This is an optimization exercise on Yosys and OpenROAD, whose aim is small area, not a production implementation.
The RTL was checked by simulation tests, not by an equivalence proof against the original design.

==> design/flow/design.v <==
`timescale 1ns / 1ps
module Modu_BPU(
	clk,Iter,blockIndex,Parallel_degree,Init_Flag_BPU_M,Init_Flag_BPU_L,initBeta,Alpha_In_BPU,
	data_In_BPU,
	q_up,
	betaValueOut_next,Le_sys,Le_par,D
	);
	input clk;
	input [3:0] Iter;
	input [2:0] blockIndex;
	input [3:0] Parallel_degree;
	input Init_Flag_BPU_M;
	input Init_Flag_BPU_L;
	input [79:0] initBeta;
	input [79:0] Alpha_In_BPU;
	input [21:0] data_In_BPU;
	input [3:0] q_up;
	output [79:0] betaValueOut_next;
	output [7:0] Le_sys;
	output [7:0] Le_par;
	output D;
	function [13:0] add14;
		input [13:0] a;
		input [13:0] b;
		input ci;
		integer i;
		reg c;
		begin
			c = ci;
			for (i = 0; i < 14; i = i + 1) begin
				add14[i] = a[i] ^ b[i] ^ c;
				c = (a[i] & b[i]) | (c & (a[i] ^ b[i]));
			end
		end
	endfunction
	function [11:0] qmax;
		input [11:0] a;
		input [11:0] b;
		reg [11:0] d;
		begin
			d = add14({2'b00, a}, ~{2'b00, b}, 1'b1);
			qmax = d[11] ? b : a;
		end
	endfunction
	function [10:0] emax;
		input [10:0] a;
		input [10:0] b;
		reg [11:0] d;
		begin
			d = add14({{3{a[10]}}, a}, ~{{3{b[10]}}, b}, 1'b1);
			emax = d[11] ? b : a;
		end
	endfunction
	function [9:0] sat10;
		input [11:0] v;
		begin
			if (v[11:9] == 3'b000 || v[11:9] == 3'b111)
				sat10 = v[9:0];
			else
				sat10 = v[11] ? 10'h200 : 10'h1ff;
		end
	endfunction
	function [7:0] scale_sat;
		input [12:0] x;
		reg [13:0] ex, mag, s;
		reg [12:0] o;
		begin
			ex = {x[12], x};
			mag = ex[13] ? add14(~ex, 14'd0, 1'b1) : ex;
			s = add14(add14({2'b00, mag[13:2]}, {3'b000, mag[13:3]}, 1'b0), ~{6'b000000, mag[13:6]}, 1'b1);
			o = x[12] ? add14({1'b1, ~s[12:0]}, 14'd0, 1'b1) : s[12:0];
			if (o[12:7] == 6'b000000 || o[12:7] == 6'b111111)
				scale_sat = o[7:0];
			else
				scale_sat = o[12] ? 8'h80 : 8'h7f;
		end
	endfunction
	reg [8:0] sa_r;    
	reg [6:0] par_r;   
	always @(posedge clk) begin
		sa_r  <= add14({{7{data_In_BPU[6]}}, data_In_BPU[6:0]}, {{6{data_In_BPU[21]}}, data_In_BPU[21:14]}, 1'b0);
		par_r <= data_In_BPU[13:7];
	end
	wire [13:0] g0f = add14({{5{sa_r[8]}}, sa_r}, {{7{par_r[6]}}, par_r}, 1'b0);
	wire [13:0] g1f = add14({{5{sa_r[8]}}, sa_r}, ~{{7{par_r[6]}}, par_r}, 1'b1);
	wire [9:0] g0 = g0f[9:0];    
	wire [9:0] g1 = g1f[9:0];    
	reg [79:0] Breg;
	wire [9:0] B0 = Breg[9:0],   B1 = Breg[19:10], B2 = Breg[29:20], B3 = Breg[39:30];
	wire [9:0] B4 = Breg[49:40], B5 = Breg[59:50], B6 = Breg[69:60], B7 = Breg[79:70];
	function [10:0] cn;
		input [9:0] b;
		input [9:0] n;
		begin
			cn = add14({{4{b[9]}}, b}, ~{{4{n[9]}}, n}, 1'b1);
		end
	endfunction
	wire [10:0] C0 = cn(B0, B1), C2 = cn(B2, B1), C3 = cn(B3, B1), C4 = cn(B4, B1);
	wire [10:0] C5 = cn(B5, B1), C6 = cn(B6, B1), C7 = cn(B7, B1);
	wire [11:0] g0x = {{2{g0[9]}}, g0};
	wire [11:0] g1x = {{2{g1[9]}}, g1};
	wire [13:0] n0f = add14(~{{4{g0[9]}}, g0}, 14'd0, 1'b1);
	wire [13:0] n1f = add14(~{{4{g1[9]}}, g1}, 14'd0, 1'b1);
	wire [11:0] n0x = n0f[11:0];
	wire [11:0] n1x = n1f[11:0];
	function [9:0] bfly;
		input [10:0] ci;
		input [10:0] cj;
		input [11:0] g;
		input [11:0] ng;
		reg [11:0] t1, t2;
		reg [13:0] d;
		begin
			t1 = add14({{3{ci[10]}}, ci}, {{2{g[11]}}, g}, 1'b0);
			t2 = add14({{3{cj[10]}}, cj}, {{2{ng[11]}}, ng}, 1'b0);
			d = add14({{2{t1[11]}}, t1}, ~{{2{t2[11]}}, t2}, 1'b1);
			bfly = sat10(d[12] ? t2 : t1);
		end
	endfunction
	assign betaValueOut_next = {
		bfly(C6, C7, g0x, n0x),    
		bfly(C4, C5, g1x, n1x),    
		bfly(C2, C3, n1x, g1x),    
		bfly(C0, 11'd0, n0x, g0x), 
		bfly(C6, C7, n0x, g0x),    
		bfly(C4, C5, n1x, g1x),    
		bfly(C2, C3, g1x, n1x),    
		bfly(C0, 11'd0, g0x, n0x)   
	};
	wire init_any = Init_Flag_BPU_L == 1 || Init_Flag_BPU_M == 1;
	wire init_zero = (Iter==0 && Init_Flag_BPU_L==1'b0 && Init_Flag_BPU_M==1'b1)
		|| (q_up == 1 && blockIndex<Parallel_degree-1 && Iter==0 && Init_Flag_BPU_L==1'b1 && Init_Flag_BPU_M==1'b0);
	always @(posedge clk) begin
		if (init_any)
			Breg <= init_zero ? 80'd0 : initBeta;
		else
			Breg <= betaValueOut_next;
	end
	function [10:0] ab;
		input [9:0] a;
		input [9:0] b;
		begin
			ab = add14({{4{a[9]}}, a}, {{4{b[9]}}, b}, 1'b0);
		end
	endfunction
	wire [9:0] A0 = Alpha_In_BPU[9:0],   A1 = Alpha_In_BPU[19:10], A2 = Alpha_In_BPU[29:20], A3 = Alpha_In_BPU[39:30];
	wire [9:0] A4 = Alpha_In_BPU[49:40], A5 = Alpha_In_BPU[59:50], A6 = Alpha_In_BPU[69:60], A7 = Alpha_In_BPU[79:70];
	wire [10:0] M1 = emax(ab(A0,B0), ab(A4,B1));
	wire [10:0] M2 = emax(ab(A1,B2), ab(A5,B3));
	wire [10:0] M3 = emax(ab(A6,B4), ab(A2,B5));
	wire [10:0] M4 = emax(ab(A7,B6), ab(A3,B7));
	wire [10:0] M5 = emax(ab(A4,B0), ab(A0,B1));
	wire [10:0] M6 = emax(ab(A5,B2), ab(A1,B3));
	wire [10:0] M7 = emax(ab(A2,B4), ab(A6,B5));
	wire [10:0] M8 = emax(ab(A3,B6), ab(A7,B7));
	wire [11:0] px = {{5{par_r[6]}}, par_r};
	wire [11:0] sx = {{3{sa_r[8]}}, sa_r};
	function [11:0] addo;
		input [10:0] m;
		input [11:0] o;
		begin
			addo = add14({{3{m[10]}}, m}, {{2{o[11]}}, o}, 1'b0);
		end
	endfunction
	function [11:0] subo;
		input [10:0] m;
		input [11:0] o;
		begin
			subo = add14({{3{m[10]}}, m}, ~{{2{o[11]}}, o}, 1'b1);
		end
	endfunction
	reg [11:0] Xs1, Ys1, Xs2, Ys2, Xp1, Yp1, Xp2, Yp2;
	reg [8:0] sa_d;
	always @(posedge clk) begin
		Xs1 <= qmax(addo(M1, px), subo(M2, px));
		Ys1 <= qmax(subo(M3, px), addo(M4, px));
		Xs2 <= qmax(subo(M5, px), addo(M6, px));
		Ys2 <= qmax(addo(M7, px), subo(M8, px));
		Xp1 <= qmax(addo(M1, sx), subo(M6, sx));
		Yp1 <= qmax(subo(M7, sx), addo(M4, sx));
		Xp2 <= qmax(subo(M5, sx), addo(M2, sx));
		Yp2 <= qmax(addo(M3, sx), subo(M8, sx));
		sa_d <= sa_r;
	end
	wire [11:0] Fs1 = qmax(Xs1, Ys1);
	wire [11:0] Fs2 = qmax(Xs2, Ys2);
	wire [11:0] Fp1 = qmax(Xp1, Yp1);
	wire [11:0] Fp2 = qmax(Xp2, Yp2);
	wire [13:0] les_f = add14({{2{Fs1[11]}}, Fs1}, ~{{2{Fs2[11]}}, Fs2}, 1'b1);
	wire [13:0] lep_f = add14({{2{Fp1[11]}}, Fp1}, ~{{2{Fp2[11]}}, Fp2}, 1'b1);
	wire [12:0] les_t = les_f[12:0];
	wire [12:0] lep_t = lep_f[12:0];
	wire [13:0] d_t = add14({les_t[12], les_t}, {{4{sa_d[8]}}, sa_d, 1'b0}, 1'b0);
	reg [2:0] d_pipe;
	reg [47:0] les_pipe, lep_pipe;
	always @(posedge clk) begin
		d_pipe <= {d_pipe[1:0], d_t[13]};
		les_pipe <= {les_pipe[39:0], scale_sat(les_t)};
		lep_pipe <= {lep_pipe[39:0], scale_sat(lep_t)};
	end
	assign D = d_pipe[2];
	assign Le_sys = les_pipe[47:40];
	assign Le_par = lep_pipe[47:40];
endmodule
==> design/flow/run.sh <==
#!/bin/bash
# synth_recipe.tcl (not shown) runs the flow's synth.tcl, then flattens the netlist and writes it again
# the make line also repeats each setting of config.mk as NAME=value (left out here)
make -C /OpenROAD-flow-scripts/flow DESIGN_CONFIG=/design/flow/config.mk WORK_HOME=/design/flow/orfs CLKGATE_MAP_FILE= SYNTH_SCRIPT=/design/flow/synth_recipe.tcl finish
==> design/flow/config.mk <==
export PLATFORM = sky130hd
export DESIGN_NAME = Modu_BPU
export DESIGN_NICKNAME = Modu_BPU
export VERILOG_FILES = /design/flow/design.v
export SDC_FILE = /design/flow/constraint.sdc
export NUM_CORES = 4
export LEC_CHECK = 0
export CAP_MARGIN = 20
export CORE_MARGIN = 2
export CORE_UTILIZATION = 40
export PLACE_DENSITY = 0.6
export SLEW_MARGIN = 20
==> design/flow/constraint.sdc <==
create_clock -name core_clock -period 10.0 [get_ports {clk}]
set_input_delay 2.0000 -clock core_clock [delete_from_list [all_inputs] [get_ports {clk}]]
set_output_delay 2.0000 -clock core_clock [all_outputs]
set_load 0.01 [all_outputs]
==> qor.csv <==
metric,value,unit
most frequent cell on the critical path,fa_2,
Detail Route Antenna Nets,0,
"Reg clk slew, reported paths",0.06,ns
Post-synth EDFFs,0,
fin. max-slew vios,0,
Worst slew margin,32.9,%
Yosys warning count,1,
Max Clock Freq,88.0,MHz
I/O Pins,297,
Setup WS post-layout,-1.37,ns
"commonest non-fill, non-tap cells in the layout","672 x buf_4, 618 x inv_1, 392 x fa_2",
Max Cap Viol,0,
critical path launch point type,primary input,
clock skew,0.0335,ns
Hold WC Path Type,flop to flop,
post-synthesis cell type count,82,
fillcell total,7615,
drt via density,5.31,
final setup fails,139,
routed wire length,139000,um
top cell type's share of synthesized area,32.6,%
"Top FF cell, synth",dfxtp_1,
largest area contributor in the netlist,fa_1,
area delta synth->final,45.9,%
RSZ-0062 raised after global routing,yes,
Worst Path Arrival,11.84,ns
Gate Count Post-Synth,3659,
DRC viols,0,
pin count of the biggest net entering global routing,81,
Tmin final,11.37,ns
starting density of the core,40.2,%
CTS Buffer Depth,3,
die height,307,um
Worst R2R Path Depth,46,
final worst-path cycle share,114,%
CTS tree,yes,
CP startpoint,Alpha_In_BPU[30],
clock latency at the later pin of the worst-skew pair,0.61,ns
layout cells sized above 1,42.0,%
"commonest non-fill, non-tap cell in the layout",buf_4,
Setup CP Type,primary input to flop,
vias in the first global route,32900,
"Seq/Total Area, Yosys",16.4,%
Worst R2R Setup Slack,-1.09,ns
via count,31400,
Rows,111,
synthesized area,0.0366,sq mm
full die area,0.0940,sq mm
CP Data Required Time,10.47,ns
DRT iter0 DRCs,2114,
Critical-path top delay cell,fa_1,
CTS Hold Bufs,0,
CTS buffer count,40,
Synth Register Bits,300,
routed length per instance,23.5,um
area of the core,0.0912,sq mm
Reg-to-Reg End,les_pipe[6]$_DFF_P_,
pre-CTS setup slack,-2.69,ns
WHS Path Cells,0,
GR Overflow Total,0,
Die W,307,um
Worst-Margin Slew,1.00,ns
gr usage total,29.4,%
clock sink count,300,
Avg Synthesized Cell Area,10.0,sq um
# H-tree levels,2,
global-route wire length before repair,203000,um
status,"complete, but fails checks",
top post-synthesis cells by area,"fa_1 33%, dfxtp_1 16%, ha_1 15%",
I/O Buffers,296,
CP Capture Point,Ys1[1]$_DFF_P_,
router iterations before antenna repair,7,
Crit Path Max Fanout,4,
GPL Wtd Cong,1.00,
Final Hold Fails,0,
Worst setup EP type,flop,
Failed Checks,setup timing,
CTS Root Cell,clkbuf_16,
initial antenna violation count,7,
DP HPWL,116000,um
Nets,5956,
RR Startpoint,Ys1[1]$_DFF_P_,
Async SR Flop Fraction,0,%
Crit path largest cell delay,0.51,ns
## repair_timing
item,4_1_cts,5_1_grt
setup endpoints to repair,184,185
resized for setup,944,396
pin swaps,293,235
setup buffers,128,74
gates cloned,15,3
## critical path, delay by kind of cell
family | cells | cell delay, ns
AO/OA/AOI/OAI | 4 | 0.76
XOR/XNOR | 1 | 0.24
buffers and inverters | 9 | 0.68
adder cells (fa/ha/maj) | 23 | 7.52
multiplexers | 2 | 0.64
## cell families (layout without fill, tap and decap cells)
logic type               after synthesis  in the layout  synth area share (%)
AND/OR/NAND/NOR                      520            521                  6.76
AO/OA/AOI/OAI                        696            698                  13.1
XOR/XNOR                              29             29                 0.693
multiplexers                         208            208                  5.99
adder cells (fa/ha/maj)             1048           1048                  48.0
other                                  2              6                0.0205
buffers and inverters                856           1930                  9.07
flip-flops                           300            300                  16.4
## layout make-up
| class | instances | area [sq um] | area share, % |
|---|---|---|---|
| multi-input cells | 2508 | 31800 | 59.6 |
| repair buffers | 1123 | 9930 | 18.6 |
| flip-flops and latches | 300 | 6030 | 11.3 |
| inverters | 735 | 2780 | 5.20 |
| well taps | 1186 | 1480 | 2.78 |
| clock buffers | 49 | 1090 | 2.05 |
| clock inverters | 23 | 288 | 0.538 |
| diodes | 2 | 5.00 | 0.00936 |
## sequential cells by signal, summed over array words and instances (netlist names)
signal / count
Xs2: 12
sa_d: 9
d_pipe: 3
Xp2: 12
Ys2: 12
Yp2: 12
Xs1: 12
lep_pipe: 48
Yp1: 12
Ys1: 12
les_pipe: 48
par_r: 7
Breg: 80
Xp1: 12
sa_r: 9
## synthesized netlist by cell type (13+ instances only)
master	number
a211oi_1	18
nand2_1	147
buf_4	16
nor2_1	145
a21o_1	32
buf_1	18
nor3b_1	19
a31oi_1	43
dfxtp_1	300
clkbuf_1	61
a22oi_1	19
ha_1	452
mux2_1	68
a22o_1	52
nand3_1	32
a2111oi_0	16
o2111ai_1	20
nor3_1	67
inv_1	732
fa_1	596
o21a_1	42
mux2_2	18
o21ai_0	69
mux2i_1	121
o21ai_1	72
o31ai_1	29
o22ai_1	16
xnor2_1	17
o211ai_1	13
a21oi_1	150
nand2b_1	26
buf_2	23
a221o_1	21
nor4_1	15
## routing by layer
| metal | track usage, % | up-vias | wire length, um |
|---|---|---|---|
| li1 | - | 14300 | - |
| met3 | 5.51 | 286 | 10700 |
| met5 | 0 | - | 0 |
| met1 | 37.6 | 15600 | 55900 |
| met4 | 14.8 | 0 | 8760 |
| met2 | 47.6 | 1222 | 63700 |
## worst min path at each step
stage | to | slack, ns | from
after floorplan | d_pipe[1]$_DFF_P_ | 0.31 | d_pipe[0]$_DFF_P_
after global placement | lep_pipe[11]$_DFF_P_ | 0.31 | lep_pipe[3]$_DFF_P_
after detailed placement | lep_pipe[12]$_DFF_P_ | 0.31 | lep_pipe[4]$_DFF_P_
after CTS | lep_pipe[28]$_DFF_P_ | 0.32 | lep_pipe[20]$_DFF_P_
after global routing | lep_pipe[28]$_DFF_P_ | 0.32 | lep_pipe[20]$_DFF_P_
final | lep_pipe[28]$_DFF_P_ | 0.32 | lep_pipe[20]$_DFF_P_
## metrics by stage
stage	TNS [ns]	area (sq um)	hold WS [ns]	utilization (%)	std cells
after global routing	-164.28	53400	0.321	58.6	5924
after detailed placement	-264.88	46800	0.312	51.3	5681
after floorplan	-137.23	38000	0.310	-	3661
after global placement	-247.76	46800	0.310	51.3	5681
final	-129.03	53400	0.321	58.6	5926
after CTS	-132.67	51700	0.324	56.7	5881

-- afterwards: timing with drivers on the ports --
Ports are ideal in the flow. The routed layout listed here was re-timed in OpenROAD. Step 1 assumes that a clkbuf_16 drives the clock port and a buf_2 every other input. Step 2 adds t to the input delays and takes it off the output delays; t is the mean of the earliest and latest rising clock arrival at the registers after step 1. Input paths then give back, and output paths get back, about the clock's delay inside the block. a / b / c = ideal ports / drivers / drivers and shift; a / b = the first two.
t, ns: 0.663
setup WS [ns]: -1.366 / -1.359 / -2.022
hold WS [ns]: 0.321 / 0.321 / 0.321
slew at the worst register clock pin (ns): 0.07 / 0.07
cell pins on the clock port's net: 1
The setup slack of this run moves by +0.007 ns with the drivers and by -0.656 ns with both steps.
